Context: an optimization exercise on an open-source flow, tuned for small area and a short achievable clock period. The choices shown serve that exercise and are no tape-out recipe. Only simulation tests tie the RTL to the original design; equivalence was not proved. Power is estimated from default activity; no workload was simulated.

==> flow/design.v <==
`timescale 1ns / 1ps
module g_a22oi(a1, a2, b1, b2, y);
    input a1, a2, b1, b2;
    output y;
    assign y = ~((a1 & a2) | (b1 & b2));
endmodule
module g_a21oi(a1, a2, b1, y);
    input a1, a2, b1;
    output y;
    assign y = ~((a1 & a2) | b1);
endmodule
module g_o21ai(a1, a2, b1, y);
    input a1, a2, b1;
    output y;
    assign y = ~((a1 | a2) & b1);
endmodule
module g_nand4(a, b, c, d, y);
    input a, b, c, d;
    output y;
    assign y = ~(a & b & c & d);
endmodule
module g_nand2(a, b, y);
    input a, b;
    output y;
    assign y = ~(a & b);
endmodule
module g_nor2(a, b, y);
    input a, b;
    output y;
    assign y = ~(a | b);
endmodule
module g_and2(a, b, y);
    input a, b;
    output y;
    assign y = a & b;
endmodule
module g_xor2(a, b, y);
    input a, b;
    output y;
    assign y = a ^ b;
endmodule
module g_inv(a, y);
    input a;
    output y;
    assign y = ~a;
endmodule
module g_mux2(a0, a1, s, y);
    input a0, a1, s;
    output y;
    assign y = s ? a1 : a0;
endmodule
module g_or2(a, b, y);
    input a, b;
    output y;
    assign y = a | b;
endmodule
`timescale 1ns / 1ps
module regfile (rna, rnb, d, wn, we, clk, clrn, qa, qb);
    input  [31:0] d;
    input   [4:0] rna;
    input   [4:0] rnb;
    input   [4:0] wn;
    input         we;
    input         clk, clrn;
    output [31:0] qa, qb;
    wire   [31:0] register [1:31];
    reg    [31:1] valid;
    function [31:0] rstval;
        input [4:0] n;
        case (n)
            5'd1:    rstval = 32'ha00000aa;
            5'd2:    rstval = 32'h10000011;
            5'd3:    rstval = 32'h20000022;
            5'd4:    rstval = 32'h30000033;
            5'd5:    rstval = 32'h40000044;
            5'd6:    rstval = 32'h50000055;
            5'd7:    rstval = 32'h60000066;
            5'd8:    rstval = 32'h00000002;
            5'd9:    rstval = 32'h80000088;
            5'd10:   rstval = 32'h90000099;
            default: rstval = 32'h0;
        endcase
    endfunction
    wire [31:1] deca, decb, decw;
    genvar i;
    generate
        for (i = 1; i < 32; i = i + 1) begin : g_dec
            assign deca[i] = (rna == i);
            assign decb[i] = (rnb == i);
            assign decw[i] = we && (wn == i);
        end
    endgenerate
    wire [31:1] sa_v = deca & valid;
    wire [31:1] sb_v = decb & valid;
    wire [31:1] sa_c = deca & ~valid;
    wire [31:1] sb_c = decb & ~valid;
    reg  [31:0] ca, cb;
    integer k;
    always @(*) begin
        ca = 32'b0;
        cb = 32'b0;
        for (k = 1; k < 11; k = k + 1) begin
            ca = ca | ({32{sa_c[k]}} & rstval(k));
            cb = cb | ({32{sb_c[k]}} & rstval(k));
        end
    end
    generate
        for (i = 0; i < 32; i = i + 1) begin : g_rd
            wire [31:1] col;
            genvar j;
            for (j = 1; j < 32; j = j + 1) begin : g_col
                assign col[j] = register[j][i];
            end
            rdbit m_a(sa_v, col, ca[i], qa[i]);
            rdbit m_b(sb_v, col, cb[i], qb[i]);
        end
    endgenerate
    always @(posedge clk or negedge clrn)
        if (!clrn)
            valid <= 31'b0;
        else
            valid <= valid | decw;
    generate
        for (i = 1; i < 32; i = i + 1) begin : g_reg
            reg [31:0] q;
            always @(posedge clk)
                if (decw[i])
                    q <= d;
            assign register[i] = q;
        end
    endgenerate
endmodule
module rdbit(s, d, e, q);
    input  [30:0] s;
    input  [30:0] d;
    input         e;
    output        q;
    wire   [15:0] n1;
    wire    [3:0] n2;
    wire    [1:0] n3;
    genvar j;
    generate
        for (j = 0; j < 15; j = j + 1) begin : g_l1
            g_a22oi m(s[2*j], d[2*j], s[2*j+1], d[2*j+1], n1[j]);
        end
        for (j = 0; j < 4; j = j + 1) begin : g_l2
            g_nand4 m(n1[4*j], n1[4*j+1], n1[4*j+2], n1[4*j+3], n2[j]);
        end
    endgenerate
    g_a21oi m_l1e(s[30], d[30], e, n1[15]);
    g_nor2 m_l3a(n2[0], n2[1], n3[0]);
    g_nor2 m_l3b(n2[2], n2[3], n3[1]);
    g_nand2 m_l4(n3[0], n3[1], q);
endmodule
`timescale 1ns / 1ps
module cpu(clk, clrn, o, imem_addr, imem_data, dmem_addr, dmem_wdata, dmem_we, dmem_rdata);
    input                    clk;
    input                    clrn;
    output                   o;
    output          [31:0]   imem_addr;
    input           [31:0]   imem_data;
    output          [31:0]   dmem_addr;
    output          [31:0]   dmem_wdata;
    output                   dmem_we;
    input           [31:0]   dmem_rdata;
    reg             [31:0]   pc;
    wire            [31:0]   pc4 = pc + 32'd4;
    assign imem_addr = pc;
    assign o = (pc == 32'h5c);
    wire             [5:0]   op   = imem_data[31:26];
    wire             [4:0]   rs   = imem_data[25:21];
    wire             [4:0]   rt   = imem_data[20:16];
    wire             [4:0]   rd   = imem_data[15:11];
    wire             [4:0]   sa   = imem_data[10:6];
    wire             [5:0]   fn   = imem_data[5:0];
    wire            [15:0]   imm  = imem_data[15:0];
    wire            [25:0]   tgt  = imem_data[25:0];
    wire rtype  = (op == 6'h00);
    wire r_add  = rtype && (fn == 6'h20);
    wire r_sub  = rtype && (fn == 6'h22);
    wire r_and  = rtype && (fn == 6'h24);
    wire r_or   = rtype && (fn == 6'h25);
    wire r_xor  = rtype && (fn == 6'h26);
    wire r_sll  = rtype && (fn == 6'h00);
    wire r_srl  = rtype && (fn == 6'h02);
    wire r_sra  = rtype && (fn == 6'h03);
    wire r_jr   = rtype && (fn == 6'h08);
    wire i_addi = (op == 6'h08);
    wire i_andi = (op == 6'h0c);
    wire i_ori  = (op == 6'h0d);
    wire i_xori = (op == 6'h0e);
    wire i_lui  = (op == 6'h0f);
    wire i_lw   = (op == 6'h23);
    wire i_sw   = (op == 6'h2b);
    wire i_beq  = (op == 6'h04);
    wire i_bne  = (op == 6'h05);
    wire i_j    = (op == 6'h02);
    wire i_jal  = (op == 6'h03);
    wire r_alu  = r_add | r_sub | r_and | r_or | r_xor | r_sll | r_srl | r_sra;
    wire i_alu  = i_addi | i_andi | i_ori | i_xori | i_lui | i_lw;
    wire wreg   = r_alu | i_alu | i_jal;
    wire [4:0] wn = i_jal ? 5'd31 : (rtype ? rd : rt);
    wire            [31:0]   qa, qb, wd;
    regfile m_regfile(rs, rt, wd, wn, wreg, clk, clrn, qa, qb);
    wire            [31:0]   simm = {{16{imm[15]}}, imm};
    wire            [31:0]   asum;
    addr_adder m_addr(qa, imm, asum);
    assign dmem_addr  = asum;
    assign dmem_wdata = qb;
    assign dmem_we    = i_sw;
    wire            [31:0]   addsub;
    wire                     eq;
    add_sub m_addsub(qa, qb, ~rtype | fn[1], addsub, eq);
    wire            [31:0]   lb = rtype ? qb : {16'b0, imm};
    wire            [31:0]   land = qa & lb;
    wire            [31:0]   lor  = qa | lb;
    wire            [31:0]   lxor = qa ^ lb;
    wire            [31:0]   shout;
    shifter m_shift(qb, sa, fn[1:0], shout);
    assign wd = ({32{r_add | r_sub}}      & addsub)
              | ({32{i_addi}}             & asum)
              | ({32{r_and | i_andi}}     & land)
              | ({32{r_or  | i_ori}}      & lor)
              | ({32{r_xor | i_xori}}     & lxor)
              | ({32{r_sll | r_srl | r_sra}} & shout)
              | ({32{i_lui}}              & {imm, 16'b0})
              | ({32{i_lw}}               & dmem_rdata)
              | ({32{i_jal}}              & pc4);
    wire            [17:0]   bt  = pc4[17:0] + {imm, 2'b00};
    wire                     br  = (i_beq & eq) | (i_bne & ~eq);
    wire            [31:0]   npc = r_jr          ? qa :
                                   br            ? {14'b0, bt} :
                                   (i_j | i_jal) ? {4'b0, tgt, 2'b00} :
                                                   pc4;
    always @(posedge clk or negedge clrn)
        if (!clrn)
            pc <= 32'b0;
        else
            pc <= npc;
endmodule
module addr_adder(a, imm, s);
    input           [31:0]   a;
    input           [15:0]   imm;
    output          [31:0]   s;
    wire            [15:0]   p0, g0;
    wire            [15:0]   ng1, np1, g2, p2, ng3, np3, g4;
    genvar i;
    generate
        for (i = 0; i < 16; i = i + 1) begin : g_pre
            g_xor2 m_p0(a[i], imm[i], p0[i]);
            g_and2 m_g0(a[i], imm[i], g0[i]);
            if (i >= 1) begin : l1
                g_a21oi m_g(p0[i], g0[i-1], g0[i], ng1[i]);
                g_nand2 m_p(p0[i], p0[i-1], np1[i]);
            end else begin : l1
                g_nand2 m_g(a[i], imm[i], ng1[i]);
                assign np1[i] = 1'b1;
            end
            if (i >= 2) begin : l2
                g_o21ai m_g(np1[i], ng1[i-2], ng1[i], g2[i]);
                g_nor2 m_p(np1[i], np1[i-2], p2[i]);
            end else begin : l2
                g_inv m_g(ng1[i], g2[i]);
                assign p2[i] = 1'b0;
            end
            if (i >= 4) begin : l3
                g_a21oi m_g(p2[i], g2[i-4], g2[i], ng3[i]);
                g_nand2 m_p(p2[i], p2[i-4], np3[i]);
            end else begin : l3
                g_inv m_g(g2[i], ng3[i]);
                assign np3[i] = 1'b1;
            end
            if (i >= 8) begin : l4
                g_o21ai m_g(np3[i], ng3[i-8], ng3[i], g4[i]);
            end else begin : l4
                g_inv m_g(ng3[i], g4[i]);
            end
            if (i >= 1) begin : sm
                g_xor2 m_s(p0[i], g4[i-1], s[i]);
            end
        end
    endgenerate
    assign s[0] = p0[0];
    wire                     c16 = g4[15];
    wire            [15:0]   ah = a[31:16];
    wire            [15:0]   o1, z1, o2, z2, o3, z3, o4, z4;
    generate
        for (i = 0; i < 16; i = i + 1) begin : g_hp
            if (i >= 1) begin : l1
                g_nand2 m_o(ah[i], ah[i-1], o1[i]);
                g_or2   m_z(ah[i], ah[i-1], z1[i]);
            end else begin : l1
                g_inv   m_o(ah[i], o1[i]);
                assign z1[i] = ah[i];
            end
            if (i >= 2) begin : l2
                g_nor2  m_o(o1[i], o1[i-2], o2[i]);
                g_nor2  m_z(z1[i], z1[i-2], z2[i]);
            end else begin : l2
                g_inv   m_o(o1[i], o2[i]);
                g_inv   m_z(z1[i], z2[i]);
            end
            if (i >= 4) begin : l3
                g_nand2 m_o(o2[i], o2[i-4], o3[i]);
                g_nand2 m_z(z2[i], z2[i-4], z3[i]);
            end else begin : l3
                g_inv   m_o(o2[i], o3[i]);
                g_inv   m_z(z2[i], z3[i]);
            end
            if (i >= 8) begin : l4
                g_nor2  m_o(o3[i], o3[i-8], o4[i]);
                g_nor2  m_z(z3[i], z3[i-8], z4[i]);
            end else begin : l4
                g_inv   m_o(o3[i], o4[i]);
                g_inv   m_z(z3[i], z4[i]);
            end
        end
    endgenerate
    wire            [15:0]   allone  = {o4[14:0], 1'b1};
    wire            [15:0]   allzero = {z4[14:0], 1'b1};
    wire                     sg = imm[15];
    wire            [15:0]   hi1 = ah ^ (allone & {16{~sg}});
    wire            [15:0]   hi0 = ah ^ (allzero & {16{sg}});
    generate
        for (i = 0; i < 16; i = i + 1) begin : g_sel
            g_mux2 m(hi0[i], hi1[i], c16, s[16+i]);
        end
    endgenerate
endmodule
module add_sub(a, b, sub, s, eq);
    input           [31:0]   a, b;
    input                    sub;
    output          [31:0]   s;
    output                   eq;
    wire            [31:0]   bb = b ^ {32{sub}};
    wire            [31:0]   p = a ^ bb;
    wire            [31:0]   g = a & bb;
    reg             [31:0]   G, P;
    integer i, l;
    always @(*) begin
        G = g;
        P = p;
        G[0] = g[0] | (p[0] & sub);
        for (l = 0; l < 5; l = l + 1)
            for (i = (2 << l) - 1; i < 32; i = i + (2 << l)) begin
                G[i] = G[i] | (P[i] & G[i - (1 << l)]);
                P[i] = P[i] & P[i - (1 << l)];
            end
        for (l = 3; l >= 0; l = l - 1)
            for (i = 3 * (1 << l) - 1; i < 32; i = i + (2 << l)) begin
                G[i] = G[i] | (P[i] & G[i - (1 << l)]);
                P[i] = P[i] & P[i - (1 << l)];
            end
    end
    assign s = p ^ {G[30:0], sub};
    assign eq = &p;
endmodule
module shifter(x, n, f, y);
    input           [31:0]   x;
    input            [4:0]   n;
    input            [1:0]   f;
    output          [31:0]   y;
    wire                     shl  = ~f[1];
    wire             [4:0]   r    = shl ? -n : n;
    wire            [31:0]   r0 = r[0] ? {x[0],     x[31:1]}  : x;
    wire            [31:0]   r1 = r[1] ? {r0[1:0],  r0[31:2]} : r0;
    wire            [31:0]   r2 = r[2] ? {r1[3:0],  r1[31:4]} : r1;
    wire            [31:0]   r3 = r[3] ? {r2[7:0],  r2[31:8]} : r2;
    wire            [31:0]   r4 = r[4] ? {r3[15:0], r3[31:16]} : r3;
    wire            [31:0]   keep;
    genvar i;
    generate
        for (i = 0; i < 32; i = i + 1) begin : g_keep
            assign keep[i] = shl ? (i >= n) : (i <= 31 - n);
        end
    endgenerate
    wire                     fill = f[0] & x[31];
    assign y = (r4 & keep) | ({32{fill}} & ~keep);
endmodule
==> flow/flow/run.sh <==
#!/bin/bash
# Layout flow: the standard flow, with one step added after synthesis
# (downsize.tcl: every combinational cell goes back to its smallest size, and
# the flow's timing repair sizes up what the timing needs) and more antenna
# repair passes after detailed routing.
set -euo pipefail
bash standard.sh synth > synth.log 2>&1
DS_ODB=orfs/results/$FLOW_PLATFORM/cpu/base/1_synth.odb \
    openroad -no_init -exit flow/downsize.tcl > downsize.log 2>&1
bash standard.sh MAX_REPAIR_ANTENNAS_ITER_DRT=10 finish > finish.log 2>&1
==> flow/flow/downsize.tcl <==
# Swap every combinational cell that synthesis sized up back to the smallest
# cell of the same function; the flow's timing repair sizes up what it needs.
set odb $::env(DS_ODB)
read_db $odb
set db [ord::get_db]
set block [ord::get_db_block]
# smallest-area master for each function family name
array set best {}
foreach lib [$db getLibs] {
  foreach m [$lib getMasters] {
    set n [$m getName]
    if {[regexp {^(sky130_fd_sc_hd__[a-z0-9]+)_(\d+)$} $n -> fam sz]} {
      set a [expr {[$m getWidth] * [$m getHeight]}]
      if {![info exists best($fam)] || $a < [lindex $best($fam) 1]} {
        set best($fam) [list $m $a]
      }
    }
  }
}
set skip {dfrtp dfstp dfxtp edfxtp dfrbp dfsbp dfbbn dfbbp dfxbp edfxbp sdfxtp buf clkbuf conb tapvpwrvgnd dlygate4sd3 dlymetal6s2s clkdlybuf4s15 clkdlybuf4s18 clkdlybuf4s25 clkdlybuf4s50}
set n 0
foreach inst [$block getInsts] {
  set m [$inst getMaster]
  set name [$m getName]
  if {![regexp {^(sky130_fd_sc_hd__([a-z0-9]+))_(\d+)$} $name -> fam base sz]} continue
  if {[lsearch -exact $skip $base] >= 0} continue
  if {![info exists best($fam)]} continue
  set bm [lindex $best($fam) 0]
  if {[$bm getName] ne $name} {
    $inst swapMaster $bm
    incr n
  }
}
puts "downsized $n instances"
write_db $odb
==> flow/standard.sh <==
#!/bin/bash
# synth_recipe.tcl (not shown) runs the flow's synth.tcl, then flattens the netlist and writes it again
# the make line also repeats each setting of config.mk as NAME=value (left out here)
make -C /OpenROAD-flow-scripts/flow DESIGN_CONFIG=/design/flow/config.mk WORK_HOME=/design/flow/orfs CLKGATE_MAP_FILE= SYNTH_SCRIPT=/design/flow/synth_recipe.tcl "${@:-finish}"
==> flow/config.mk <==
export PLATFORM = sky130hd
export DESIGN_NAME = cpu
export DESIGN_NICKNAME = cpu
export VERILOG_FILES = /design/flow/design.v
export SDC_FILE = /design/flow/constraint.sdc
export NUM_CORES = 4
export LEC_CHECK = 0
export CAP_MARGIN = 20
export CORE_MARGIN = 2
export CORE_UTILIZATION = 45
export SETUP_SLACK_MARGIN = 4.5
export SLEW_MARGIN = 20
export SYNTH_HIERARCHICAL = 1
export SYNTH_MINIMUM_KEEP_SIZE = 0
export TNS_END_PERCENT = 0
==> flow/constraint.sdc <==
create_clock -name core_clock -period 12.0 [get_ports {clk}]
set_input_delay 2.4000 -clock core_clock [delete_from_list [all_inputs] [get_ports {clk}]]
set_output_delay 2.4000 -clock core_clock [all_outputs]
set_load 0.01 [all_outputs]
==> impl_metrics.toml, run 1 <==
[placed_design]
postPlaceCellArea_sq_mm = 0.05913
gp_congestion = 1.061
pre_cts_slack_ns = 1.470
port_buffers = 163
place_inst = 6313
dp_hpwl_um = 151200

[drt]
via_count = 46880
drt_pre_antenna_iters = 12
wirelength_um = 244000
wl_per_cell_um = 36.77
initialDrtViolationCount = 8716
ant_nets = 0
drt-vias-per-instance = 7.065
drc_errors = 0

[finish]
layout.nets = 5124
final_cells = 6635
regArea_sq_mm = 0.03137
final_area_sq_mm = 0.06491
area_delta_synth_final_pct = 19.90
multi_input_area_sq_mm = 0.02368
n_fill_cell = 10100
layout-drive-gt1-share_pct = 14.81

[power_and_ir_drop]
clkPwrFrac_pct = 36.7
power_density_mw_per_mm2 = 142.6
power_frac_comb_pct = 18.0
p_int_uw = 6599
power.switching_uw = 2655
cellLeakagePower_uw = 0.02291
p_sw_share_pct = 28.69
seqPwrFrac_pct = 45.4
ir_worst_vdd_mv = 0.1092

[global_routing]
grt_pass1_vias = 42250
grt_use_met3_pct = 12.15
antenna_found_initial = 15
grt_pass1_wl_um = 317300
use_met2_pct = 51.37
met1_usage_pct = 49.37
grt_max_degree = 52
grt_overflow = 0
busiest_layer = "met2"
track_usage_pct = 36.56

[sta]
period_minus_slack_ns = 8.590
finalSetupViolCount = 0
worst_clock_skew_ns = 0.04317
fmax_mhz = 116.4
tightest_slew_ns = 1.147
rsz0062_at_grt = "yes"
fin_crit_sh_pct = 71.59
timing_hold_violations_final = 0
maxSlewHeadroom_pct = 23.54
slew_violations = 0
tns_ns = 0
fin_ws_ns = 3.410

[setup_path]
cp.arrival_ns = 6.19
cp-start-kind = "input port"
critPathSlowestCell = "clkdlybuf4s50_1"
startpoint = "imem_data[16]"
endpoint_kind = "output port"
cp_slowest_stage_delay_ns = 0.63
path_max_fanout = 16
worstSetupPathType = "input port to output port"
cp.depth = 10
required_ns = 9.60
reg2reg_depth = 22
critPathBufInv = 3
reg2reg_from = "m_regfile.valid[2]"
crit_chain = "dlymetal6s2s_1, and2b_2, and2_0, and3_2, buf_4, a22oi_1, nand4_1, nor2_1, nand2_1, clkdlybuf4s50_1"
path_delay_family = "simple AND/OR/NAND/NOR gates"

[status]
outcome = "complete, no violations"

[floorplan]
start_util_pct = 45.24
io-pin-count = 164
die_w_um = 350.8
coreArea_sq_mm = 0.1197
rows = 127
dieArea_sq_mm = 0.1231
die_h_um = 350.8

[synth]
syn_avg_cell_area_sq_um = 12.21
yosysWarnings = 9
synthCells = 4432
netlist_area_sq_mm = 0.05413

[clock_network]
cts_num_sinks = 1055
cts_made_buffers = 108
cts.htree.levels = 3
cts.reportedPaths.clkPinSlew_ns = 0.07
tritoncts = "yes"
postCtsHoldBufs = 0
cts_buffer_depth = 3
cts_root_buf = "clkbuf_16"
clk-insertion-delay-late_ns = 0.73

[worst_hold_path]
hp-start = "pc[0]"
whs_path_depth = 2
hold_class = "flip-flop to flip-flop"

[job]
cap_violations = 0
## cells in the final DEF (no fill, tap or decap), types with 33 or more instances in the layout
cell type and n:
clkbuf_16 110, ha_1 118, nand3_1 37, nand4_1 286
inv_1 152, conb_1 40, xor2_1 76, dfrtp_1 63
clkdlybuf4s50_1 122, nor2_4 67, and3_4 57, nand2_1 292
nor2_2 36, a22oi_1 978, a221oi_1 42, edfxtp_1 992
o21ai_0 77, nor2_1 197, a21oi_1 171, mux2i_1 122
xnor2_1 54, or2_0 33, buf_4 234
## path summary, 6_finish.rpt
check / endpoint / slack [ns]
max in group asynchronous: m_regfile.valid[16] / 9.34
setup / recovery: dmem_wdata[21] / 3.41
hold / removal: pc[0] / 0.60
setup reg to reg: m_regfile.g_reg[6].q[13] / 5.33
hold reg to reg: pc[0] / 0.60
min in group asynchronous: pc[5] / 1.52
## registers in the layout, summed over array words and instances, names as in the netlist
name / flops
pc: 32
m_regfile.g.q: 992
m_regfile.valid: 31
## stage by stage
step | total power, uW | utilization (%) | hold slack (ns)
finish | 9254 | 54.25 | 0.6040
global route | 9491 | 54.23 | 0.6625
CTS | 9093 | 52.40 | 0.4986
detailed placement | 5751 | 49.42 | 0.4868
global placement | 5751 | 49.42 | 0.4780
floorplan | 5065 | - | 0.4587
## area by class of cell
cell class | instances | share of cell area, %
multi-input combinational | 3191 | 36.48
antenna | 7 | 0.02699
clock inverter | 68 | 1.020
tap | 1612 | 3.107
clock buffer | 135 | 4.386
timing repair buffer | 414 | 5.772
sequential | 1055 | 48.32
inverter | 153 | 0.8848
## power groups by stage
stage                     clock network (uW)  logic (uW)  registers, uW
after global placement                     0        1510           4240
after floorplan                            0         848           4220
after CTS                               3410        1520           4160
after detailed placement                   0        1510           4240
after global routing                    3560        1740           4200
final                                   3390        1660           4200
## worst min-delay path: stages (launching register included)
cell and delay [ns]:
dfrtp_1 0.41, nand3_1 0.08, o21ai_0 0.07
## routing by layer
metal	routed length, um	up-vias
li1	-	19060
met1	89220	23120
met2	100100	3981
met3	37820	705
met4	16570	6
met5	293	-
## what timing repair did
action / CTS / global route
buffers inserted: 1 / 78
cloned: 0 / 33
pin swaps: 1 / 77
endpoints found under the setup margin: 1086 / 1086
gates resized for setup: 14 / 349
==> run 2, diff against run 1 <==
==> flow/flow/run.sh (replaced) <==
#!/bin/bash
# Layout flow: the standard flow, with one step added after synthesis
# (downsize.tcl: every combinational cell goes back to its smallest size, and
# the flow's timing repair sizes up what the timing needs), buf_2 as the port
# buffers, a clock tree of clkbuf_8 without dummy loads, and more antenna
# repair passes after detailed routing.
set -euo pipefail
bash standard.sh synth > synth.log 2>&1
DS_ODB=orfs/results/$FLOW_PLATFORM/cpu/base/1_synth.odb \
    openroad -no_init -exit flow/downsize.tcl > downsize.log 2>&1
bash standard.sh "BUFFER_PORTS_ARGS=-buffer_cell sky130_fd_sc_hd__buf_2" \
    "CTS_ARGS=-sink_clustering_enable -repair_clock_nets -sink_clustering_size 20 -buf_list sky130_fd_sc_hd__clkbuf_8 -dont_use_dummy_load" \
    MAX_REPAIR_ANTENNAS_ITER_DRT=10 finish > finish.log 2>&1
==> impl_metrics.toml, run 2 <==
[synth]
syn_avg_cell_area_sq_um = 12.21
netlist_area_sq_mm = 0.05413
yosysWarnings = 9
synthCells = 4432

[power_and_ir_drop]
cellLeakagePower_uw = 0.02214
ir_worst_vdd_mv = 0.09355
power_density_mw_per_mm2 = 132.8

[sta]
fmax_mhz = 118.3
timing_hold_violations_final = 0
tns_ns = 0
worst_clock_skew_ns = 0.1260
rsz0062_at_grt = "yes"
maxSlewHeadroom_pct = 25.97
period_minus_slack_ns = 8.455
fin_crit_sh_pct = 70.46
tightest_slew_ns = 1.110
finalSetupViolCount = 0
fin_ws_ns = 3.545
hold_ws_ns = 0.5897
slew_violations = 0

[global_routing]
grt_pass1_vias = 43950
antenna_found_initial = 9
grt_pass1_wl_um = 337400
grt_max_degree = 50
track_usage_pct = 39.43
grt_overflow = 0

[setup_path]
path_max_fanout = 16
critPathBufInv = 4
cp.arrival_ns = 6.06
cp.depth = 16
cp-start-kind = "input port"
cp_slowest_stage_delay_ns = 0.43
reg2reg_depth = 21
crit_chain = "buf_4, nor2b_4, buf_4, and3_2, a22oi_1, nand4_1, nor2_4, nand2_4, xor2_2, nand2_1, nor2_2, nand2_1, o21ai_4, buf_12, mux2_1, buf_2"
critPathSlowestCell = "nor2_4"
required_ns = 9.60
endpoint_kind = "output port"
path_delay_family = "simple AND/OR/NAND/NOR gates"
worstSetupPathType = "input port to output port"

[clock_network]
postCtsHoldBufs = 0
cts_num_sinks = 1055
cts_root_buf = "clkbuf_8"
cts_buffer_depth = 3
cts_made_buffers = 173
cts.htree.levels = 4
tritoncts = "yes"
cts.reportedPaths.clkPinSlew_ns = 0.06
clk-insertion-delay-late_ns = 0.94

[finish]
reg_top3 = "m_regfile.g.q (992), pc (32), m_regfile.valid (31)"
layout.nets = 5181
area_delta_synth_final_pct = 16.01
largest_register = "m_regfile.g.q"
layout-drive-gt1-share_pct = 17.10
layout.cells.most_common = "edfxtp_1"
final_cells = 6597
final_area_sq_mm = 0.06280
final_cell_mix = "edfxtp_1, a22oi_1, nand2_1"
n_fill_cell = 10290
largest_reg_flops = 992

[drt]
wirelength_um = 247700
drt-vias-per-instance = 7.196
ant_nets = 0
drt_pre_antenna_iters = 8
wl_per_cell_um = 37.55
via_count = 47470
initialDrtViolationCount = 8750
drc_errors = 0

[floorplan]
io-pin-count = 164
coreArea_sq_mm = 0.1197
start_util_pct = 45.24
die_h_um = 350.8
die_w_um = 350.8
dieArea_sq_mm = 0.1231
rows = 127

[placed_design]
dp_hpwl_um = 143400
place_inst = 6276
gp_congestion = 1.044
port_buffers = 163
pre_cts_slack_ns = 2.332
postPlaceCellArea_sq_mm = 0.05805

[worst_hold_path]
whs_path_depth = 2
hold_class = "flip-flop to flip-flop"

[job]
cap_violations = 0

[status]
outcome = "complete, no violations"
==> run 2: power by group <==
| group | switching [uW] | total, uW | leakage [uW] | internal, uW |
|---|---|---|---|---|
| Clock | 1320 | 2580 | 0.00124 | 1260 |
| Sequential | 129 | 4200 | 0.0103 | 4070 |
| Combinational | 1040 | 1560 | 0.0106 | 519 |
| Total | 2490 | 8340 | 0.0221 | 5850 |
==> run 2: final timing paths <==
check | from | to | slack [ns]
worst max register to register | m_regfile.valid[2] | m_regfile.g_reg[22].q[15] | 5.14
min in group asynchronous | clrn | pc[6] | 1.44
worst min-delay path | pc[1] | pc[1] | 0.59
worst min register to register | pc[1] | pc[1] | 0.59
max in group asynchronous | clrn | m_regfile.valid[4] | 9.36
worst max-delay path | imem_data[22] | dmem_addr[28] | 3.54
==> run 2: worst register-to-register path, stage by stage, from the launching register on <==
cell and delay (ns):
dfrtp_1 0.64, inv_1 0.20, nand3_1 0.11, nand4_1 0.39, a21oi_1 0.28, nand4_1 0.34
nor2_1 0.46, nand2_1 0.47, xor2_1 0.38, ha_1 0.31, nand4_1 0.13, a21oi_1 0.07
nor2_1 0.29, o21ai_0 0.16, a21o_1 0.18, fa_1 0.37, xor2_1 0.16, a222oi_1 0.23
o21ai_0 0.12, a221o_1 0.32, a221o_2 0.60, buf_4 0.34
==> run 2: area by class of cell <==
cell class                      count  area, sq um  area share, %
Antenna cell                        7        17.52        0.02789
Timing Repair Buffer              397         2877          4.581
Multi-Input combinational cell   3200        23570          37.53
Tap cell                         1612         2017          3.212
Clock buffer                      173         2381          3.792
Inverter                          153        574.3         0.9145
Sequential cell                  1055        31370          49.95
==> run 2: layer usage <==
metal  up-vias  global-route usage [%]  share of wire [%]
li1      19090                       -                  -
met2      4157                   54.77                 41
met3       864                   15.71                 16
met5         -                   1.374              0.073
met1     23360                   51.43                 36
met4         4                   23.85                7.4
==> run 2: timing repair <==
action                     in CTS  in global routing
cloned                         41                  1
resized for setup             236                 19
pin swaps                      69                 18
buffers inserted               86                 13
setup endpoints to repair     791                882
==> run 2: stage by stage <==
stage                     utilization [%]  power [uW]
after floorplan                         -        5065
after global placement              48.51        5639
after detailed placement            48.51        5642
after CTS                           52.30        8268
after global routing                52.47        8576
final                               52.48        8340
==> run 3, diff against run 2 <==
--- a/flow/design.v
+++ b/flow/design.v
@@ -55,4 +55,24 @@
     assign y = a | b;
 endmodule
+module g_nand3(a, b, c, y);
+    input a, b, c;
+    output y;
+    assign y = ~(a & b & c);
+endmodule
+module g_mux2i(a0, a1, s, y);
+    input a0, a1, s;
+    output y;
+    assign y = ~(s ? a1 : a0);
+endmodule
+module g_xnor2(a, b, y);
+    input a, b;
+    output y;
+    assign y = ~(a ^ b);
+endmodule
+module g_maj(a, b, c, y);
+    input a, b, c;
+    output y;
+    assign y = (a & b) | (c & (a | b));
+endmodule
 `timescale 1ns / 1ps
 module regfile (rna, rnb, d, wn, we, clk, clrn, qa, qb);
@@ -139,4 +159,5 @@
     wire    [3:0] n2;
     wire    [1:0] n3;
+    wire          ne;
     genvar j;
     generate
@@ -148,8 +169,9 @@
         end
     endgenerate
-    g_a21oi m_l1e(s[30], d[30], e, n1[15]);
+    g_nand2 m_l1e(s[30], d[30], n1[15]);
     g_nor2 m_l3a(n2[0], n2[1], n3[0]);
     g_nor2 m_l3b(n2[2], n2[3], n3[1]);
-    g_nand2 m_l4(n3[0], n3[1], q);
+    g_inv m_ne(e, ne);
+    g_nand3 m_l4(n3[0], n3[1], ne, q);
 endmodule
 `timescale 1ns / 1ps
@@ -320,9 +342,9 @@
     wire            [15:0]   allzero = {z4[14:0], 1'b1};
     wire                     sg = imm[15];
-    wire            [15:0]   hi1 = ah ^ (allone & {16{~sg}});
-    wire            [15:0]   hi0 = ah ^ (allzero & {16{sg}});
+    wire            [15:0]   nhi1 = ~(ah ^ (allone & {16{~sg}}));
+    wire            [15:0]   nhi0 = ~(ah ^ (allzero & {16{sg}}));
     generate
         for (i = 0; i < 16; i = i + 1) begin : g_sel
-            g_mux2 m(hi0[i], hi1[i], c16, s[16+i]);
+            g_mux2i m(nhi0[i], nhi1[i], c16, s[16+i]);
         end
     endgenerate
@@ -333,26 +355,56 @@
     output          [31:0]   s;
     output                   eq;
-    wire            [31:0]   bb = b ^ {32{sub}};
-    wire            [31:0]   p = a ^ bb;
-    wire            [31:0]   g = a & bb;
-    reg             [31:0]   G, P;
-    integer i, l;
-    always @(*) begin
-        G = g;
-        P = p;
-        G[0] = g[0] | (p[0] & sub);
-        for (l = 0; l < 5; l = l + 1)
-            for (i = (2 << l) - 1; i < 32; i = i + (2 << l)) begin
-                G[i] = G[i] | (P[i] & G[i - (1 << l)]);
-                P[i] = P[i] & P[i - (1 << l)];
-            end
-        for (l = 3; l >= 0; l = l - 1)
-            for (i = 3 * (1 << l) - 1; i < 32; i = i + (2 << l)) begin
-                G[i] = G[i] | (P[i] & G[i - (1 << l)]);
-                P[i] = P[i] & P[i - (1 << l)];
+    wire            [31:0]   bb, p, g;
+    wire            [31:0]   g1, p1, g2, p2, g3, p3, g4, p4, g5;
+    genvar i;
+    generate
+        for (i = 0; i < 32; i = i + 1) begin : g_b
+            g_xor2 m_bb(b[i], sub, bb[i]);
+            g_xor2 m_p(a[i], bb[i], p[i]);
+            if (i > 0) begin : g0
+                g_and2 m_g(a[i], bb[i], g[i]);
+            end else begin : g0
+                g_maj m_g(a[i], bb[i], sub, g[i]);
             end
-    end
-    assign s = p ^ {G[30:0], sub};
-    assign eq = &p;
+            if (i >= 1) begin : l1
+                g_a21oi m_g(p[i], g[i-1], g[i], g1[i]);
+                g_nand2 m_p(p[i], p[i-1], p1[i]);
+            end else begin : l1
+                g_inv m_g(g[i], g1[i]);
+                assign p1[i] = 1'b1;
+            end
+            if (i >= 2) begin : l2
+                g_o21ai m_g(p1[i], g1[i-2], g1[i], g2[i]);
+                g_nor2 m_p(p1[i], p1[i-2], p2[i]);
+            end else begin : l2
+                g_inv m_g(g1[i], g2[i]);
+                assign p2[i] = 1'b0;
+            end
+            if (i >= 4) begin : l3
+                g_a21oi m_g(p2[i], g2[i-4], g2[i], g3[i]);
+                g_nand2 m_p(p2[i], p2[i-4], p3[i]);
+            end else begin : l3
+                g_inv m_g(g2[i], g3[i]);
+                assign p3[i] = 1'b1;
+            end
+            if (i >= 8) begin : l4
+                g_o21ai m_g(p3[i], g3[i-8], g3[i], g4[i]);
+                g_nor2 m_p(p3[i], p3[i-8], p4[i]);
+            end else begin : l4
+                g_inv m_g(g3[i], g4[i]);
+                assign p4[i] = 1'b0;
+            end
+            if (i >= 16) begin : l5
+                g_a21oi m_g(p4[i], g4[i-16], g4[i], g5[i]);
+            end else begin : l5
+                g_inv m_g(g4[i], g5[i]);
+            end
+            if (i >= 1) begin : sm
+                g_xnor2 m_s(p[i], g5[i-1], s[i]);
+            end
+        end
+    endgenerate
+    g_xor2 m_s0(p[0], sub, s[0]);
+    g_and2 m_eq(p4[31], p4[15], eq);
 endmodule
 module shifter(x, n, f, y);
==> flow/flow/run.sh (replaced) <==
#!/bin/bash
# Layout flow: the standard flow, with one step added after synthesis
# (downsize.tcl: every combinational cell goes back to its smallest size, and
# the flow's timing repair sizes up what the timing needs), buf_2 as the port
# buffers, and more antenna repair passes after detailed routing.
set -euo pipefail
bash standard.sh synth > synth.log 2>&1
DS_ODB=orfs/results/$FLOW_PLATFORM/cpu/base/1_synth.odb \
    openroad -no_init -exit flow/downsize.tcl > downsize.log 2>&1
bash standard.sh "BUFFER_PORTS_ARGS=-buffer_cell sky130_fd_sc_hd__buf_2" \
    MAX_REPAIR_ANTENNAS_ITER_DRT=10 finish > finish.log 2>&1
--- a/flow/config.mk
+++ b/flow/config.mk
@@ -9,4 +9,6 @@
 export CORE_MARGIN = 2
 export CORE_UTILIZATION = 45
+export CTS_BUF_LIST = sky130_fd_sc_hd__clkbuf_8
+export CTS_CLUSTER_SIZE = 20
 export SETUP_SLACK_MARGIN = 4.5
 export SLEW_MARGIN = 20
==> impl_metrics.toml, run 3 <==
[status]
outcome = "complete, no violations"

[floorplan]
rows = 128
coreArea_sq_mm = 0.1214
dieArea_sq_mm = 0.1248
io-pin-count = 164
start_util_pct = 45.20
die_h_um = 353.2
die_w_um = 353.2

[clock_network]
tritoncts = "yes"
cts_root_buf = "clkbuf_8"
clk-insertion-delay-late_ns = 0.95
cts_buffer_depth = 3
cts.htree.levels = 4
cts.reportedPaths.clkPinSlew_ns = 0.05
cts_num_sinks = 1055
cts_made_buffers = 173

[synth]
syn_avg_cell_area_sq_um = 11.72
synthCells = 4684
netlist_area_sq_mm = 0.05488
yosysWarnings = 8

[placed_design]
port_buffers = 163
gp_congestion = 1.026
pre_cts_slack_ns = 2.080
dp_hpwl_um = 159100

[sta]
slew_violations = 0
finalSetupViolCount = 0
fin_ws_ns = 3.751
timing_hold_violations_final = 0
period_minus_slack_ns = 8.249
tightest_slew_ns = 1.118
maxSlewHeadroom_pct = 25.45
fin_crit_sh_pct = 68.74
fmax_mhz = 121.2
tns_ns = 0
worst_clock_skew_ns = 0.05555
rsz0062_at_grt = "yes"

[worst_hold_path]
hold_class = "flip-flop to flip-flop"

[setup_path]
cp-start-kind = "input port"
required_ns = 9.60
critPathSlowestCell = "and3_1"
cp_slowest_stage_delay_ns = 0.45
cp.arrival_ns = 5.85
worstSetupPathType = "input port to output port"
critPathMostFrequentCell = "buf_2"
crit_chain = "buf_2, and2_0, and2b_1, and3_1, buf_4, a22oi_1, nand4_1, nor2_2, nand3_2, buf_2"
path_max_fanout = 12
endpoint_kind = "output port"

[global_routing]
grt_pass1_wl_um = 360600
antenna_found_initial = 12
grt_max_degree = 57
grt_overflow = 0
grt_pass1_vias = 46770
track_usage_pct = 41.18

[finish]
multi_input_area_sq_mm = 0.02542
area_delta_synth_final_pct = 22.23
n_fill_cell = 10540
regArea_sq_mm = 0.03137
reg_top3 = "m_regfile.g.q (992), pc (32), m_regfile.valid (31)"
largest_reg_flops = 992
final_cell_mix = "edfxtp_1, a22oi_1, nand2_1, buf_4, inv_1"
largest_register = "m_regfile.g.q"
final_util_pct = 55.25
layout-drive-gt1-share_pct = 21.85
layout.nets = 5547
layout.cells.most_common = "edfxtp_1"

[power_and_ir_drop]
p_int_uw = 6168
cellLeakagePower_uw = 0.02432
power_density_mw_per_mm2 = 135.0
clkPwrFrac_pct = 33.4
seqPwrFrac_pct = 46.4
p_sw_share_pct = 31.87
power.switching_uw = 2885
power_frac_comb_pct = 20.2
ir_worst_vdd_mv = 0.1072

[drt]
ant_nets = 0
drt-vias-per-instance = 7.015
initialDrtViolationCount = 9024
drt_pre_antenna_iters = 9
wl_per_cell_um = 36.99
drc_errors = 0
wirelength_um = 265000
via_count = 50270

[job]
cap_violations = 0
-- run 3: layer usage --
layer  GRT usage [%]  vias to the layer above  wire [um]
met5               0                        -        155
met4           26.76                       10      20740
met3           15.78                      970      40180
met2           58.89                     4359     110800
met1           52.07                    24670      93210
li1                -                    20260          -
-- run 3: what timing repair did --
action | CTS | global route
pin swaps | 177 | 91
hold endpoints to repair | 0 | 0
endpoints found under the setup margin | 921 | 811
hold buffers | 0 | 0
gates cloned | 59 | 1
buffers inserted | 180 | 35
gates resized for setup | 402 | 89
-- run 3: critical path, delay by kind of cell --
| family | cells | cell delay (ns) |
|---|---|---|
| buffers and inverters | 3 | 0.83 |
| AOI/OAI and AO/OA | 1 | 0.23 |
| and+or+nand+nor | 6 | 2.35 |
-- run 3: final timing paths --
kind | start | endpoint | slack, ns | cells past startpoint
max | imem_data[18] | dmem_wdata[18] | 3.75 | 10
min | pc[0] | pc[0] | 0.63 | 2
max reg2reg | m_regfile.valid[11] | pc[24] | 5.41 | 18
min reg2reg | pc[0] | pc[0] | 0.63 | 2
max in group asynchronous | clrn | m_regfile.valid[15] | 9.47 | 2
min in group asynchronous | clrn | pc[7] | 1.31 | 1
-- run 3: power groups by stage --
stage               clock network (uW)  logic, uW  registers [uW]
floorplan                            0        926            4210
global placement                     0       1570            4240
detailed placement                   0       1560            4240
CTS                               3030       1730            4190
global route                      3190       1900            4200
finish                            3020       1830            4200
-- run 3: cell type report --
cell class | instances | area share [%]
Inverter | 230 | 1.287
Antenna cell | 7 | 0.02611
Multi-Input combinational cell | 3390 | 37.90
Clock inverter | 142 | 1.186
Tap cell | 1625 | 3.031
Sequential cell | 1055 | 46.76
Clock buffer | 175 | 3.591
Timing Repair Buffer | 542 | 6.219
-- run 3: metrics by stage --
| stage | hold slack [ns] | cell area (sq um) | power, uW | cells |
|---|---|---|---|---|
| after floorplan | 0.4581 | 55360 | 5141 | 4723 |
| after global placement | 0.4825 | 59260 | 5803 | 6566 |
| after detailed placement | 0.4842 | 59280 | 5797 | 6567 |
| after CTS | 0.6204 | 66400 | 8945 | 7123 |
| after global routing | 0.6301 | 67060 | 9278 | 7160 |
| final | 0.6323 | 67080 | 9054 | 7166 |
==> run 4, diff against run 3 <==
--- a/flow/design.v
+++ b/flow/design.v
@@ -55,4 +55,9 @@
     assign y = a | b;
 endmodule
+module g_a222oi(a1, a2, b1, b2, c1, c2, y);
+    input a1, a2, b1, b2, c1, c2;
+    output y;
+    assign y = ~((a1 & a2) | (b1 & b2) | (c1 & c2));
+endmodule
 module g_nand3(a, b, c, y);
     input a, b, c;
@@ -60,8 +65,8 @@
     assign y = ~(a & b & c);
 endmodule
-module g_mux2i(a0, a1, s, y);
-    input a0, a1, s;
+module g_nor3(a, b, c, y);
+    input a, b, c;
     output y;
-    assign y = ~(s ? a1 : a0);
+    assign y = ~(a | b | c);
 endmodule
 module g_xnor2(a, b, y);
@@ -70,11 +75,11 @@
     assign y = ~(a ^ b);
 endmodule
-module g_maj(a, b, c, y);
-    input a, b, c;
+module g_mux2i(a0, a1, s, y);
+    input a0, a1, s;
     output y;
-    assign y = (a & b) | (c & (a | b));
+    assign y = ~(s ? a1 : a0);
 endmodule
 `timescale 1ns / 1ps
-module regfile (rna, rnb, d, wn, we, clk, clrn, qa, qb);
+module regfile (rna, rnb, d, wn, we, clk, clrn, nqa, nqb);
     input  [31:0] d;
     input   [4:0] rna;
@@ -83,5 +88,5 @@
     input         we;
     input         clk, clrn;
-    output [31:0] qa, qb;
+    output [31:0] nqa, nqb;
     wire   [31:0] register [1:31];
     reg    [31:1] valid;
@@ -132,6 +137,6 @@
                 assign col[j] = register[j][i];
             end
-            rdbit m_a(sa_v, col, ca[i], qa[i]);
-            rdbit m_b(sb_v, col, cb[i], qb[i]);
+            rdbit m_a(sa_v, col, ca[i], nqa[i]);
+            rdbit m_b(sb_v, col, cb[i], nqb[i]);
         end
     endgenerate
@@ -151,27 +156,22 @@
     endgenerate
 endmodule
-module rdbit(s, d, e, q);
+module rdbit(s, d, e, nq);
     input  [30:0] s;
     input  [30:0] d;
     input         e;
-    output        q;
-    wire   [15:0] n1;
-    wire    [3:0] n2;
-    wire    [1:0] n3;
-    wire          ne;
+    output        nq;
+    wire   [10:0] n1;
+    wire    [2:0] n2;
     genvar j;
     generate
-        for (j = 0; j < 15; j = j + 1) begin : g_l1
-            g_a22oi m(s[2*j], d[2*j], s[2*j+1], d[2*j+1], n1[j]);
-        end
-        for (j = 0; j < 4; j = j + 1) begin : g_l2
-            g_nand4 m(n1[4*j], n1[4*j+1], n1[4*j+2], n1[4*j+3], n2[j]);
+        for (j = 0; j < 10; j = j + 1) begin : g_l1
+            g_a222oi m(s[3*j], d[3*j], s[3*j+1], d[3*j+1], s[3*j+2], d[3*j+2], n1[j]);
         end
     endgenerate
-    g_nand2 m_l1e(s[30], d[30], n1[15]);
-    g_nor2 m_l3a(n2[0], n2[1], n3[0]);
-    g_nor2 m_l3b(n2[2], n2[3], n3[1]);
-    g_inv m_ne(e, ne);
-    g_nand3 m_l4(n3[0], n3[1], ne, q);
+    g_a21oi m_l1e(s[30], d[30], e, n1[10]);
+    g_nand4 m_l2a(n1[0], n1[1], n1[2], n1[3], n2[0]);
+    g_nand4 m_l2b(n1[4], n1[5], n1[6], n1[7], n2[1]);
+    g_nand3 m_l2c(n1[8], n1[9], n1[10], n2[2]);
+    g_nor3 m_l3(n2[0], n2[1], n2[2], nq);
 endmodule
 `timescale 1ns / 1ps
@@ -223,9 +223,11 @@
     wire wreg   = r_alu | i_alu | i_jal;
     wire [4:0] wn = i_jal ? 5'd31 : (rtype ? rd : rt);
-    wire            [31:0]   qa, qb, wd;
-    regfile m_regfile(rs, rt, wd, wn, wreg, clk, clrn, qa, qb);
+    wire            [31:0]   nqa, nqb, wd;
+    regfile m_regfile(rs, rt, wd, wn, wreg, clk, clrn, nqa, nqb);
+    wire            [31:0]   qa = ~nqa;
+    wire            [31:0]   qb = ~nqb;
     wire            [31:0]   simm = {{16{imm[15]}}, imm};
     wire            [31:0]   asum;
-    addr_adder m_addr(qa, imm, asum);
+    addr_adder m_addr(nqa, imm, asum);
     assign dmem_addr  = asum;
     assign dmem_wdata = qb;
@@ -261,20 +263,21 @@
             pc <= npc;
 endmodule
-module addr_adder(a, imm, s);
-    input           [31:0]   a;
+module addr_adder(na, imm, s);
+    input           [31:0]   na;
     input           [15:0]   imm;
     output          [31:0]   s;
-    wire            [15:0]   p0, g0;
+    wire            [15:0]   p0, g0, nimm;
     wire            [15:0]   ng1, np1, g2, p2, ng3, np3, g4;
     genvar i;
     generate
         for (i = 0; i < 16; i = i + 1) begin : g_pre
-            g_xor2 m_p0(a[i], imm[i], p0[i]);
-            g_and2 m_g0(a[i], imm[i], g0[i]);
+            g_xnor2 m_p0(na[i], imm[i], p0[i]);
+            g_inv m_ni(imm[i], nimm[i]);
+            g_nor2 m_g0(na[i], nimm[i], g0[i]);
             if (i >= 1) begin : l1
                 g_a21oi m_g(p0[i], g0[i-1], g0[i], ng1[i]);
                 g_nand2 m_p(p0[i], p0[i-1], np1[i]);
             end else begin : l1
-                g_nand2 m_g(a[i], imm[i], ng1[i]);
+                g_or2 m_g(na[i], nimm[i], ng1[i]);
                 assign np1[i] = 1'b1;
             end
@@ -305,14 +308,15 @@
     assign s[0] = p0[0];
     wire                     c16 = g4[15];
-    wire            [15:0]   ah = a[31:16];
+    wire            [15:0]   nah = na[31:16];
+    wire            [15:0]   ah = ~nah;
     wire            [15:0]   o1, z1, o2, z2, o3, z3, o4, z4;
     generate
         for (i = 0; i < 16; i = i + 1) begin : g_hp
             if (i >= 1) begin : l1
-                g_nand2 m_o(ah[i], ah[i-1], o1[i]);
-                g_or2   m_z(ah[i], ah[i-1], z1[i]);
+                g_or2   m_o(nah[i], nah[i-1], o1[i]);
+                g_nand2 m_z(nah[i], nah[i-1], z1[i]);
             end else begin : l1
-                g_inv   m_o(ah[i], o1[i]);
-                assign z1[i] = ah[i];
+                assign o1[i] = nah[i];
+                g_inv   m_z(nah[i], z1[i]);
             end
             if (i >= 2) begin : l2
@@ -355,56 +359,26 @@
     output          [31:0]   s;
     output                   eq;
-    wire            [31:0]   bb, p, g;
-    wire            [31:0]   g1, p1, g2, p2, g3, p3, g4, p4, g5;
-    genvar i;
-    generate
-        for (i = 0; i < 32; i = i + 1) begin : g_b
-            g_xor2 m_bb(b[i], sub, bb[i]);
-            g_xor2 m_p(a[i], bb[i], p[i]);
-            if (i > 0) begin : g0
-                g_and2 m_g(a[i], bb[i], g[i]);
-            end else begin : g0
-                g_maj m_g(a[i], bb[i], sub, g[i]);
-            end
-            if (i >= 1) begin : l1
-                g_a21oi m_g(p[i], g[i-1], g[i], g1[i]);
-                g_nand2 m_p(p[i], p[i-1], p1[i]);
-            end else begin : l1
-                g_inv m_g(g[i], g1[i]);
-                assign p1[i] = 1'b1;
-            end
-            if (i >= 2) begin : l2
-                g_o21ai m_g(p1[i], g1[i-2], g1[i], g2[i]);
-                g_nor2 m_p(p1[i], p1[i-2], p2[i]);
-            end else begin : l2
-                g_inv m_g(g1[i], g2[i]);
-                assign p2[i] = 1'b0;
-            end
-            if (i >= 4) begin : l3
-                g_a21oi m_g(p2[i], g2[i-4], g2[i], g3[i]);
-                g_nand2 m_p(p2[i], p2[i-4], p3[i]);
-            end else begin : l3
-                g_inv m_g(g2[i], g3[i]);
-                assign p3[i] = 1'b1;
-            end
-            if (i >= 8) begin : l4
-                g_o21ai m_g(p3[i], g3[i-8], g3[i], g4[i]);
-                g_nor2 m_p(p3[i], p3[i-8], p4[i]);
-            end else begin : l4
-                g_inv m_g(g3[i], g4[i]);
-                assign p4[i] = 1'b0;
-            end
-            if (i >= 16) begin : l5
-                g_a21oi m_g(p4[i], g4[i-16], g4[i], g5[i]);
-            end else begin : l5
-                g_inv m_g(g4[i], g5[i]);
-            end
-            if (i >= 1) begin : sm
-                g_xnor2 m_s(p[i], g5[i-1], s[i]);
+    wire            [31:0]   bb = b ^ {32{sub}};
+    wire            [31:0]   p = a ^ bb;
+    wire            [31:0]   g = a & bb;
+    reg             [31:0]   G, P;
+    integer i, l;
+    always @(*) begin
+        G = g;
+        P = p;
+        G[0] = g[0] | (p[0] & sub);
+        for (l = 0; l < 5; l = l + 1)
+            for (i = (2 << l) - 1; i < 32; i = i + (2 << l)) begin
+                G[i] = G[i] | (P[i] & G[i - (1 << l)]);
+                P[i] = P[i] & P[i - (1 << l)];
+            end
+        for (l = 3; l >= 0; l = l - 1)
+            for (i = 3 * (1 << l) - 1; i < 32; i = i + (2 << l)) begin
+                G[i] = G[i] | (P[i] & G[i - (1 << l)]);
+                P[i] = P[i] & P[i - (1 << l)];
             end
-        end
-    endgenerate
-    g_xor2 m_s0(p[0], sub, s[0]);
-    g_and2 m_eq(p4[31], p4[15], eq);
+    end
+    assign s = p ^ {G[30:0], sub};
+    assign eq = &p;
 endmodule
 module shifter(x, n, f, y);
==> flow/flow/run.sh (replaced) <==
#!/bin/bash
# Layout flow: the standard flow, with one step added after synthesis
# (downsize.tcl: every combinational cell goes back to its smallest size, and
# the flow's timing repair sizes up what the timing needs), buf_2 as the port
# buffers, a clock tree of clkbuf_8 without dummy loads, and more antenna
# repair passes after detailed routing.
set -euo pipefail
bash standard.sh synth > synth.log 2>&1
DS_ODB=orfs/results/$FLOW_PLATFORM/cpu/base/1_synth.odb \
    openroad -no_init -exit flow/downsize.tcl > downsize.log 2>&1
bash standard.sh "BUFFER_PORTS_ARGS=-buffer_cell sky130_fd_sc_hd__buf_2" \
    "CTS_ARGS=-sink_clustering_enable -repair_clock_nets -sink_clustering_size 20 -buf_list sky130_fd_sc_hd__clkbuf_8 -dont_use_dummy_load" \
    MAX_REPAIR_ANTENNAS_ITER_DRT=10 finish > finish.log 2>&1
--- a/flow/config.mk
+++ b/flow/config.mk
@@ -9,6 +9,4 @@
 export CORE_MARGIN = 2
 export CORE_UTILIZATION = 45
-export CTS_BUF_LIST = sky130_fd_sc_hd__clkbuf_8
-export CTS_CLUSTER_SIZE = 20
 export SETUP_SLACK_MARGIN = 4.5
 export SLEW_MARGIN = 20
==> impl_metrics.toml, run 4 <==
[status]
outcome = "finished with violations"
check.faults = "slew limit"

[finish]
final_cell_mix = "edfxtp_1, a222oi_1, nand2_1"
final_util_pct = 51.79
layout-drive-gt1-share_pct = 17.01
layout.cells.most_common = "edfxtp_1"
largest_register = "m_regfile.g.q"
reg_top3 = "m_regfile.g.q (992), pc (32), m_regfile.valid (31)"
largest_reg_flops = 992
n_fill_cell = 9846
layout.nets = 4672
area_delta_synth_final_pct = 14.55

[power_and_ir_drop]
cellLeakagePower_uw = 0.02174
power_density_mw_per_mm2 = 137.7
finalPower_uw = 8267
ir_worst_vdd_mv = 0.07520

[clock_network]
cts.htree.levels = 4
tritoncts = "yes"
cts_root_buf = "clkbuf_8"
clk-insertion-delay-late_ns = 0.91
cts.reportedPaths.clkPinSlew_ns = 0.05
cts_made_buffers = 169
cts_num_sinks = 1055
cts_buffer_depth = 3
postCtsHoldBufs = 0

[setup_path]
endpoint_kind = "flip-flop"
cp.arrival_ns = 9.12
cp-start-kind = "input port"
path_delay_family = "simple AND/OR/NAND/NOR gates"
path_max_fanout = 31
critPathSlowestCell = "mux2i_1"
critPathBufInv = 3
cp_slowest_stage_delay_ns = 0.84
critPathMostFrequentCell = "mux2i_1"
crit_chain = "buf_2, nor2b_1, and2_0, and3_1, buf_4, a222oi_1, nand4_1, nor3_1, inv_1, mux2i_1, mux2i_1, mux2i_1, mux4_2, a21oi_1, a221oi_1, nand2_1"
worstSetupPathType = "input port to flip-flop"
required_ns = 12.27

[sta]
fin_crit_sh_pct = 73.75
tightest_slew_ns = 1.818
worst_clock_skew_ns = 0.1430
tns_ns = 0
fmax_mhz = 113.0
rsz0062_at_grt = "yes"
period_minus_slack_ns = 8.850
slew_violations = 3
timing_hold_violations_final = 0
fin_ws_ns = 3.150
maxSlewHeadroom_pct = -21.22
finalSetupViolCount = 0

[floorplan]
dieArea_sq_mm = 0.1192
start_util_pct = 45.21
coreArea_sq_mm = 0.1159
die_h_um = 345.2
die_w_um = 345.2
io-pin-count = 164
rows = 125

[global_routing]
antenna_found_initial = 18
grt_pass1_vias = 41790
track_usage_pct = 37.19
grt_overflow = 0
grt_pass1_wl_um = 315800
grt_max_degree = 64

[drt]
drc_errors = 0
drt_pre_antenna_iters = 15
ant_nets = 0
wl_per_cell_um = 38.33
wirelength_um = 230200
drt-vias-per-instance = 7.441
initialDrtViolationCount = 10180
via_count = 44690

[job]
cap_violations = 1

[placed_design]
pre_cts_slack_ns = 2.209
gp_congestion = 1.036
port_buffers = 163
dp_hpwl_um = 145700

[synth]
netlist_area_sq_mm = 0.05240
synthCells = 3963
syn_avg_cell_area_sq_um = 13.22
yosysWarnings = 9

[worst_hold_path]
hold_class = "flip-flop to flip-flop"
run 4: cell types whose count changed in the layout (fill, tap and decap cells not counted), moves of 81 or more:
| cell | previous run | this run |
|---|---|---|
| a22oi_1 | 947 | 22 |
| a222oi_1 | 14 | 654 |
| buf_4 | 341 | 213 |
| nand4_1 | 276 | 150 |
| nand2_1 | 341 | 246 |
| inv_1 | 285 | 204 |
run 4: layout make-up:
cell class                 count  area, sq um  share of cell area (%)
multi-input combinational   2658        21050                   35.08
inverter                     205        769.5                   1.282
sequential                  1055        31370                   52.26
tap                         1524         1907                   3.177
clock buffer                 169         2326                   3.875
antenna                       13        32.53                 0.05420
timing repair buffer         382         2565                   4.274
run 4: routing by layer:
metal  vias to the layer above  share of wire (%)  track usage [%]
met5                         -              0.040                0
met4                        10                8.6            27.20
met3                       815                 16            12.29
met2                      4126                 42            53.55
met1                     21750                 34            46.85
li1                      17990                  -                -
run 4: what timing repair did:
action / in CTS / in global routing
endpoints found under the setup margin: 1034 / 1086
pin swaps: 64 / 24
resized for setup: 91 / 19
gates cloned: 20 / 1
hold endpoints to repair: 0 / 0
setup buffers: 46 / 10
run 4: through the flow:
step	hold slack (ns)	cells	area (sq um)
after floorplan	0.4484	4002	52650
after global placement	0.4738	5747	56550
after detailed placement	0.4740	5747	56550
after CTS	0.4919	5982	59780
after global routing	0.5180	5997	60000
final	0.4969	6006	60020
run 4: path summary, 6_finish.rpt:
path                                startpoint                 endpoint  cells after the start  slack (ns)
min in group asynchronous                 clrn                    pc[1]                      2        1.70
max in group asynchronous                 clrn       m_regfile.valid[9]                      2        9.60
max                              imem_data[17]  m_regfile.g_reg[8].q[5]                     16        3.15
min reg2reg                m_regfile.valid[31]      m_regfile.valid[31]                      1        0.50
max reg2reg                 m_regfile.valid[1]  m_regfile.g_reg[8].q[5]                     13        4.86
min                        m_regfile.valid[31]      m_regfile.valid[31]                      1        0.50
run 4: worst reg2reg max path: stages, from the launching register on:
cell      delay (ns)
dfrtp_1         0.61
and3_2          0.46
buf_4           0.34
a222oi_1        0.43
nand4_1         0.33
nor3_1          0.62
inv_1           0.51
mux2i_1         0.84
mux2i_1         0.26
mux2i_1         0.34
mux4_2          0.30
a21oi_1         0.17
a221oi_1        0.54
nand2_1         0.81
run 4: report_power, final:
| part | switching, uW | internal (uW) |
|---|---|---|
| sequential | 125 | 4070 |
| clock | 1280 | 1230 |
| combinational | 1020 | 530 |
==> run 5, diff against run 4 <==
==> flow/flow/run.sh (replaced) <==
#!/bin/bash
# Layout flow: the standard flow, with one step added after synthesis
# (downsize.tcl: every combinational cell goes back to its smallest size, and
# the flow's timing repair sizes up what the timing needs), buf_2 as the port
# buffers, a clock tree of clkbuf_8/clkbuf_16 in clusters of at most 16 sinks
# and 70 um without dummy loads, and more antenna repair passes after
# detailed routing.
set -euo pipefail
bash standard.sh synth > synth.log 2>&1
DS_ODB=orfs/results/$FLOW_PLATFORM/cpu/base/1_synth.odb \
    openroad -no_init -exit flow/downsize.tcl > downsize.log 2>&1
bash standard.sh "BUFFER_PORTS_ARGS=-buffer_cell sky130_fd_sc_hd__buf_2" \
    "CTS_ARGS=-sink_clustering_enable -repair_clock_nets -sink_clustering_size 16 -sink_clustering_max_diameter 70 -buf_list {sky130_fd_sc_hd__clkbuf_8 sky130_fd_sc_hd__clkbuf_16} -dont_use_dummy_load" \
    MAX_REPAIR_ANTENNAS_ITER_DRT=10 finish > finish.log 2>&1
==> impl_metrics.toml, run 5 <==
[drt]
wirelength_um = 232100
wl_per_cell_um = 38.96
ant_nets = 0
via_count = 44940
drc_errors = 0
drt-vias-per-instance = 7.544
initialDrtViolationCount = 10630
drt_pre_antenna_iters = 15

[clock_network]
tritoncts = "yes"
cts_made_buffers = 82
cts.reportedPaths.clkPinSlew_ns = 0.06
cts_num_sinks = 1055
clk-insertion-delay-late_ns = 0.71
cts_buffer_depth = 3
cts.htree.levels = 3
postCtsHoldBufs = 0
cts_root_buf = "clkbuf_16"

[setup_path]
crit_end = "dmem_addr[21]"
worstSetupPathType = "input port to output port"
path_max_fanout = 13
startpoint = "imem_data[23]"
required_ns = 9.60
endpoint_kind = "output port"
reg2reg_depth = 14
critPathSlowestCell = "nand4_1"
cp.arrival_ns = 6.19
critPathMostFrequentCell = "buf_12"
regToRegEndpoint = "m_regfile.g_reg[25].q[7]"
cp-start-kind = "input port"
reg2reg_from = "m_regfile.valid[9]"
rrSetupSlack_ns = 5.20
crit_chain = "buf_12, nand2_1, nor2_4, and3_4, buf_12, a222oi_1, nand4_1, nor3_4, buf_4, buf_4, nor2_1, a21oi_2, o21ai_2, a21oi_2, o21ai_4, buf_6, buf_12, buf_12, mux2i_2, buf_2"
cp_slowest_stage_delay_ns = 0.54

[finish]
layout.nets = 4631
layout-drive-gt1-share_pct = 17.68
largest_register = "m_regfile.g.q"
reg_top3 = "m_regfile.g.q (992), pc (32), m_regfile.valid (31)"
final_cell_mix = "edfxtp_1, a222oi_1, nand2_1"
layout.cells.most_common = "edfxtp_1"
area_delta_synth_final_pct = 16.00
largest_reg_flops = 992

[power_and_ir_drop]
ir_worst_vdd_mv = 0.09528
cellLeakagePower_uw = 0.02195
power_density_mw_per_mm2 = 135.2

[sta]
fmax_mhz = 116.5
maxSlewHeadroom_pct = -20.02
tns_ns = 0
tightest_slew_ns = 1.800
worst_clock_skew_ns = 0.09900
slew_violations = 3
rsz0062_at_grt = "yes"
fin_crit_sh_pct = 71.55
finalSetupViolCount = 0
timing_hold_violations_final = 0
period_minus_slack_ns = 8.586
hold_ws_ns = 0.4926

[global_routing]
grt_pass1_wl_um = 314500
grt_max_degree = 64
grt_overflow = 0
track_usage_pct = 36.95
antenna_found_initial = 17
grt_pass1_vias = 41040

[status]
check.faults = "slew limit"
outcome = "finished with violations"

[synth]
netlist_area_sq_mm = 0.05240
syn_avg_cell_area_sq_um = 13.22
yosysWarnings = 9
synthCells = 3963

[worst_hold_path]
hold_class = "flip-flop to flip-flop"

[floorplan]
coreArea_sq_mm = 0.1159
die_w_um = 345.2
dieArea_sq_mm = 0.1192
rows = 125
start_util_pct = 45.21
io-pin-count = 164
die_h_um = 345.2

[placed_design]
dp_hpwl_um = 145700
port_buffers = 163
gp_congestion = 1.036

[job]
cap_violations = 1
## run 5: stage by stage
step | area (sq um) | util (%) | instances | setup slack, ns | total power (uW)
3_5_place_dp | 56550 | 48.80 | 5747 | 2.209 | 5664
6_report | 60780 | 52.44 | 5957 | 3.414 | 8214
3_3_place_gp | 56550 | 48.80 | 5747 | 2.210 | 5663
4_1_cts | 59520 | 51.36 | 5895 | 3.484 | 8093
2_1_floorplan | 52650 | - | 4002 | 4.254 | 5071
5_1_grt | 60780 | 52.44 | 5956 | 3.502 | 8422
## run 5: routing by layer
layer  track usage, %  part of all wire (%)  vias to the layer above
met5                0                 0.025                        -
met4            26.32                   8.7                        8
met3            10.73                    16                      800
met2            53.60                    42                     4167
met1            47.49                    34                    22020
li1                 -                     -                    17940
## run 5: area by class of cell
| class | instances | area [sq um] |
|---|---|---|
| Tap cell | 1524 | 1907 |
| Timing Repair Buffer | 425 | 3152 |
| Fill cell | 9766 | 55110 |
| Sequential cell | 1055 | 31370 |
| Antenna cell | 5 | 12.51 |
| Multi-Input combinational cell | 2661 | 21520 |
| Inverter | 205 | 769.5 |
| Clock buffer | 82 | 2052 |
## run 5: worst min-delay path by stage
stage / from / end / slack [ns] / cells after the start
after global routing: m_regfile.valid[27] / m_regfile.valid[27] / 0.52 / 1
after global placement: m_regfile.valid[27] / m_regfile.valid[27] / 0.47 / 1
after CTS: m_regfile.valid[31] / m_regfile.valid[31] / 0.49 / 1
after floorplan: m_regfile.valid[13] / m_regfile.valid[13] / 0.45 / 1
after detailed placement: m_regfile.valid[14] / m_regfile.valid[14] / 0.47 / 1
final: m_regfile.valid[27] / m_regfile.valid[27] / 0.49 / 1
## run 5: worst max-delay path: cells and delay by family
kind | cells | cell delay [ns]
simple gates | 6 | 1.40
buf+inv | 8 | 1.24
compound gates | 5 | 0.94
mux | 1 | 0.18
## run 5: power breakdown
part,switching (uW),internal (uW)
Combinational,1040,562
Clock,1220,1200
Sequential,124,4060
Total,2390,5830
## run 5: timing repair
action	4_1_cts	5_1_grt
gates resized for setup	93	146
setup endpoints to repair	1055	1086
pin swaps	64	106
gates cloned	20	10
buffers inserted	46	47

port drivers added, routing unchanged:
The flow's constraints put no driver on any port. The routed layouts listed below were extracted and timed again, unchanged, in two steps. Step 1 (the two cells are an assumption about what drives the block):
set clk [get_ports {clk}]
set_driving_cell -lib_cell sky130_fd_sc_hd__clkbuf_16 $clk
set_driving_cell -lib_cell sky130_fd_sc_hd__buf_2 [delete_from_list [all_inputs] $clk]
Step 2 times the ports against the registers' clock, not the clock port: input delays grow and output delays shrink by t, the midpoint of the rising clock arrivals with the driver on. Three values: no drivers, after step 1, after step 2; two values: the first two.
run	t (ns)	slack for setup (ns)	worst setup path after step 2	worst register clock-pin slew, ns
run 1	0.780	3.410 / 3.382 / 2.786	input to register	0.07 / 0.07
run 2	0.944	3.545 / 3.510 / 2.696	input to register	0.07 / 0.07
run 3	0.999	3.751 / 3.617 / 2.832	input to register	0.07 / 0.07
run 4	0.908	3.150 / 3.182 / 2.285	input to register	0.07 / 0.07
run 5	0.732	3.414 / 3.270 / 2.841	input to register	0.08 / 0.08
For run 3, which loses most, drivers alone change the setup slack by -0.134 ns; drivers and shift together by -0.919 ns.
